From an optimization exercise on the open Yosys and OpenROAD flow, aimed at small area; shortcuts taken in it are not production practice. Function was checked by simulation only, so behaviour that the tests miss may differ from the original.

the reference run:
==> module branch_metric_unit, before the edit <==
module branch_metric_unit(
    input  logic              rst,
    input  logic              clk,
    input  logic              enable,
    input  logic [2:0]        y1,
    input  logic [2:0]        y2,
    output logic signed [4:0] e,
    output logic signed [3:0] g,
    output logic signed [3:0] h,
    output logic              fneg
    );
    logic [5:0]        address;
    logic signed [4:0] e_n;
    logic signed [3:0] g_n, h_n;
    logic              fneg_n;
    assign address = {y2, y1};
    bm_table table_lookup (.address(address), .e_n(e_n), .g_n(g_n), .h_n(h_n), .fneg_n(fneg_n));
    always_ff @(posedge clk)
    begin
        if (enable) begin
            e    <= e_n;
            g    <= g_n;
            h    <= h_n;
            fneg <= fneg_n;
        end
    end
endmodule
==> module survivor_path_stage, before the edit <==
module survivor_path_stage
    (input  logic         rst,
     input  logic         clk,
     input  logic         hold,
     input  logic [7 : 0] take1,
     input  logic [7 : 0] take0,
     input  logic [7 : 0] data_in,
     output logic [7 : 0] reg_data);
    logic [7:0] next_data;
    always_comb
        for (int s = 0; s < 8; s++)
            next_data[s] = ~((take1[s] & data_in[2*(s%4)+1]) |
                             (take0[s] & data_in[2*(s%4)]) |
                             (hold & reg_data[s]));
    always_ff @(posedge clk)
    begin
        reg_data <= next_data;
    end
endmodule
==> module survivor_path, before the edit <==
module survivor_path
    (input  logic         rst,
     input  logic         clk,
     input  logic         enable,
     input  logic         full,
     input  logic [7 : 0] data_in,
     output logic         out0,
     output logic         out1);
    logic       pol, hold;
    logic [7:0] take1, take0;
    logic [7:0] r0, stage0_next;
    logic [7:0] st [0:19];
    always_ff @(posedge clk, posedge rst)
    begin
        if (rst)
            pol <= 1'b0;
        else
            pol <= ~pol;
    end
    assign hold  = ~enable;
    assign take1 = {8{enable}} & data_in;
    assign take0 = {8{enable}} & ~data_in;
    assign stage0_next = ~(({8{enable}} & (data_in ^ {8{pol}})) | ({8{hold}} & r0));
    always_ff @(posedge clk)
    begin
        r0 <= stage0_next;
    end
    assign st[0] = r0;
    for (genvar k = 1; k < 20; k++) begin : stage
        survivor_path_stage u (.rst, .clk, .hold, .take1, .take0, .data_in(st[k-1]), .reg_data(st[k]));
    end
    assign out0 = full & (pol ^ st[19][0]);
    assign out1 = full & (pol ^ st[19][1]);
endmodule
==> module viterbi_decoder, before the edit <==
module viterbi_decoder(
    input  logic       rst,
    input  logic       clk,
    input  logic       enable,
    input  logic [2:0] y1,
    input  logic [2:0] y2,
    output logic       decoded_bit
    );
logic       enable_dly1, enable_dly2, enable_dly3;
logic signed [4:0] e;
logic              fneg;
logic signed [3:0] g, h;
logic [7:0] decision;
logic       decision0_out, out0, out1;
always_ff @(posedge clk, posedge rst)
begin
    if(rst) begin
        enable_dly1 <= 1'b0;
        enable_dly2 <= 1'b0;
        enable_dly3 <= 1'b0;
    end
    else begin
        enable_dly1 <= enable;
        enable_dly2 <= enable_dly1;
        enable_dly3 <= enable_dly2;
    end
end
logic [4:0] advances;
logic       full;
assign full = (advances == 5'd20);
always_ff @(posedge clk, posedge rst)
begin
    if (rst)
        advances <= '0;
    else if (enable_dly3 && !full)
        advances <= advances + 5'd1;
end
branch_metric_unit BMU (.rst(rst), .clk(clk), .enable(enable_dly2), .y1(y1), .y2(y2),
                        .e(e), .g(g), .h(h), .fneg(fneg));
state_metric_unit SMU (.rst(rst), .clk(clk), .enable(enable_dly3),
                       .e(e), .g(g), .h(h), .fneg(fneg), .decision(decision),
                       .decision0_out(decision0_out));
survivor_path survivor_path_unit (.rst(rst), .clk(clk), .enable(enable_dly3), .full(full),
                                  .data_in(decision), .out0(out0), .out1(out1));
assign decoded_bit = decision0_out ? out1 : out0;
endmodule
export LEC_CHECK = 0
export CAP_MARGIN = 20
export CORE_MARGIN = 2
export CORE_UTILIZATION = 55
export CTS_CLUSTER_DIAMETER = 100
export CTS_CLUSTER_SIZE = 30
export SLEW_MARGIN = 20
export SYNTH_HIERARCHICAL = 1
create_clock -name core_clock -period 4.5 [get_ports {clk}]
run.sh (not shown) runs the stock make flow with config.mk's settings and CLKGATE_MAP_FILE= SYNTH_SCRIPT=/design/flow/synth_recipe.tcl, a recipe that flattens the netlist after the stock synthesis.
> inputs changed (the reference run -> the trial run)
--- a/flow/design.v
+++ b/flow/design.v
@@ -72,7 +72,13 @@
     assign address = {y2, y1};
     bm_table table_lookup (.address(address), .e_n(e_n), .g_n(g_n), .h_n(h_n), .fneg_n(fneg_n));
-    always_ff @(posedge clk)
+    always_ff @(posedge clk, posedge rst)
     begin
-        if (enable) begin
+        if (rst) begin
+            e    <= '0;
+            g    <= '0;
+            h    <= '0;
+            fneg <= 1'b0;
+        end
+        else if (enable) begin
             e    <= e_n;
             g    <= g_n;
@@ -299,7 +305,10 @@
                              (take0[s] & data_in[2*(s%4)]) |
                              (hold & reg_data[s]));
-    always_ff @(posedge clk)
+    always_ff @(posedge clk, posedge rst)
     begin
-        reg_data <= next_data;
+        if (rst)
+            reg_data <= '0;
+        else
+            reg_data <= next_data;
     end
 endmodule
@@ -309,5 +318,4 @@
      input  logic         clk,
      input  logic         enable,
-     input  logic         full,
      input  logic [7 : 0] data_in,
      output logic         out0,
@@ -328,7 +336,10 @@
     assign take0 = {8{enable}} & ~data_in;
     assign stage0_next = ~(({8{enable}} & (data_in ^ {8{pol}})) | ({8{hold}} & r0));
-    always_ff @(posedge clk)
+    always_ff @(posedge clk, posedge rst)
     begin
-        r0 <= stage0_next;
+        if (rst)
+            r0 <= '0;
+        else
+            r0 <= stage0_next;
     end
     assign st[0] = r0;
@@ -336,6 +347,6 @@
         survivor_path_stage u (.rst, .clk, .hold, .take1, .take0, .data_in(st[k-1]), .reg_data(st[k]));
     end
-    assign out0 = full & (pol ^ st[19][0]);
-    assign out1 = full & (pol ^ st[19][1]);
+    assign out0 = pol ^ st[19][0];
+    assign out1 = pol ^ st[19][1];
 endmodule
 `timescale 1ns / 1ps
@@ -367,14 +378,4 @@
     end
 end
-logic [4:0] advances;
-logic       full;
-assign full = (advances == 5'd20);
-always_ff @(posedge clk, posedge rst)
-begin
-    if (rst)
-        advances <= '0;
-    else if (enable_dly3 && !full)
-        advances <= advances + 5'd1;
-end
 branch_metric_unit BMU (.rst(rst), .clk(clk), .enable(enable_dly2), .y1(y1), .y2(y2),
                         .e(e), .g(g), .h(h), .fneg(fneg));
@@ -382,5 +383,5 @@
                        .e(e), .g(g), .h(h), .fneg(fneg), .decision(decision),
                        .decision0_out(decision0_out));
-survivor_path survivor_path_unit (.rst(rst), .clk(clk), .enable(enable_dly3), .full(full),
+survivor_path survivor_path_unit (.rst(rst), .clk(clk), .enable(enable_dly3),
                                   .data_in(decision), .out0(out0), .out1(out1));
 assign decoded_bit = decision0_out ? out1 : out0;
[summary]
- Compared with the reference run, in the trial run core utilization shows a reduction of 0.55 points; global-route usage saw an increase.
- Area after synthesis for the trial run: 750 µm² up relative to the reference run
- The reference run -> the trial run: instance area after placement increased by a few percent
- Against the reference run, wire length of the first global-routing pass in the trial run rose by more than 10%.
- [compare] base=the reference run new=the trial run: synthesized cell count up 10; met2 routed wirelength up 1200 µm; clock-pin slew on the worst setup and hold paths flat.

---

viterbi_decoder again, from the RTL that the note above started with.
make LEC_CHECK=0 CAP_MARGIN=20 CORE_MARGIN=2 CORE_UTILIZATION=40 CTS_CLUSTER_DIAMETER=100 CTS_CLUSTER_SIZE=30 SLEW_MARGIN=20 SYNTH_HIERARCHICAL=1 finish   # period 4.5 ns
Change:
--- a/flow/design.v
+++ b/flow/design.v
@@ -68,15 +68,21 @@
     logic [5:0]        address;
     logic signed [4:0] e_n;
     logic signed [3:0] g_n, h_n;
     logic              fneg_n;
     assign address = {y2, y1};
     bm_table table_lookup (.address(address), .e_n(e_n), .g_n(g_n), .h_n(h_n), .fneg_n(fneg_n));
-    always_ff @(posedge clk)
+    always_ff @(posedge clk, posedge rst)
     begin
-        if (enable) begin
+        if (rst) begin
+            e    <= '0;
+            g    <= '0;
+            h    <= '0;
+            fneg <= 1'b0;
+        end
+        else if (enable) begin
             e    <= e_n;
             g    <= g_n;
             h    <= h_n;
             fneg <= fneg_n;
         end
     end
@@ -295,23 +301,25 @@
     logic [7:0] next_data;
     always_comb
         for (int s = 0; s < 8; s++)
             next_data[s] = ~((take1[s] & data_in[2*(s%4)+1]) |
                              (take0[s] & data_in[2*(s%4)]) |
                              (hold & reg_data[s]));
-    always_ff @(posedge clk)
+    always_ff @(posedge clk, posedge rst)
     begin
-        reg_data <= next_data;
+        if (rst)
+            reg_data <= '0;
+        else
+            reg_data <= next_data;
     end
 endmodule
 `timescale 1ns / 1ps
 module survivor_path
     (input  logic         rst,
      input  logic         clk,
      input  logic         enable,
-     input  logic         full,
      input  logic [7 : 0] data_in,
      output logic         out0,
      output logic         out1);
     logic       pol, hold;
     logic [7:0] take1, take0;
     logic [7:0] r0, stage0_next;
@@ -324,22 +332,25 @@
             pol <= ~pol;
     end
     assign hold  = ~enable;
     assign take1 = {8{enable}} & data_in;
     assign take0 = {8{enable}} & ~data_in;
     assign stage0_next = ~(({8{enable}} & (data_in ^ {8{pol}})) | ({8{hold}} & r0));
-    always_ff @(posedge clk)
+    always_ff @(posedge clk, posedge rst)
     begin
-        r0 <= stage0_next;
+        if (rst)
+            r0 <= '0;
+        else
+            r0 <= stage0_next;
     end
     assign st[0] = r0;
     for (genvar k = 1; k < 20; k++) begin : stage
         survivor_path_stage u (.rst, .clk, .hold, .take1, .take0, .data_in(st[k-1]), .reg_data(st[k]));
     end
-    assign out0 = full & (pol ^ st[19][0]);
-    assign out1 = full & (pol ^ st[19][1]);
+    assign out0 = pol ^ st[19][0];
+    assign out1 = pol ^ st[19][1];
 endmodule
 `timescale 1ns / 1ps
 module viterbi_decoder(
     input  logic       rst,
     input  logic       clk,
     input  logic       enable,
@@ -363,25 +374,15 @@
     else begin
         enable_dly1 <= enable;
         enable_dly2 <= enable_dly1;
         enable_dly3 <= enable_dly2;
     end
 end
-logic [4:0] advances;
-logic       full;
-assign full = (advances == 5'd20);
-always_ff @(posedge clk, posedge rst)
-begin
-    if (rst)
-        advances <= '0;
-    else if (enable_dly3 && !full)
-        advances <= advances + 5'd1;
-end
 branch_metric_unit BMU (.rst(rst), .clk(clk), .enable(enable_dly2), .y1(y1), .y2(y2),
                         .e(e), .g(g), .h(h), .fneg(fneg));
 state_metric_unit SMU (.rst(rst), .clk(clk), .enable(enable_dly3),
                        .e(e), .g(g), .h(h), .fneg(fneg), .decision(decision),
                        .decision0_out(decision0_out));
-survivor_path survivor_path_unit (.rst(rst), .clk(clk), .enable(enable_dly3), .full(full),
+survivor_path survivor_path_unit (.rst(rst), .clk(clk), .enable(enable_dly3),
                                   .data_in(decision), .out0(out0), .out1(out1));
 assign decoded_bit = decision0_out ? out1 : out0;
 endmodule
Result: Clock skew went down by 0.0074 ns; cell count rises slightly; routed wire length grows by roughly a tenth; core utilization is lower by 1.1 points; count of clock-buffer cells in the layout went down by 2; worst setup slack is better by 0.048 ns; critical path depth stays the same; first-iteration DRC count went up by roughly a tenth; via count is higher by a few percent; worst hold slack is better by 0.0060 ns.

[re-timing with driven ports]
Ports are ideal in the flow. The routed layouts listed here were re-timed in OpenROAD.
Step 1 sets driving cells, clkbuf_16 on the clock port and buf_2 on the other inputs (assumed; they add their load-dependent delay and slew).
Step 2 times the ports against the registers' clock, not the clock port: input delays grow and output delays shrink by t, the midpoint of the rising clock arrivals with the driver on.
Three values: ideal ports, drivers, drivers and shift; two values: the first two.
run	shift t [ns]	slack for setup (ns)	clock arrival spread, ns
the reference run	0.512	0.109 / 0.109 / 0.109	0.022 / 0.021
the trial run	0.514	0.203 / 0.203 / 0.203	0.020 / 0.021
the first run of note 2	0.520	0.122 / 0.122 / 0.122	0.028 / 0.028
the second run of note 2	0.522	0.170 / 0.170 / 0.170	0.021 / 0.021
After both steps every run listed still meets setup and hold.
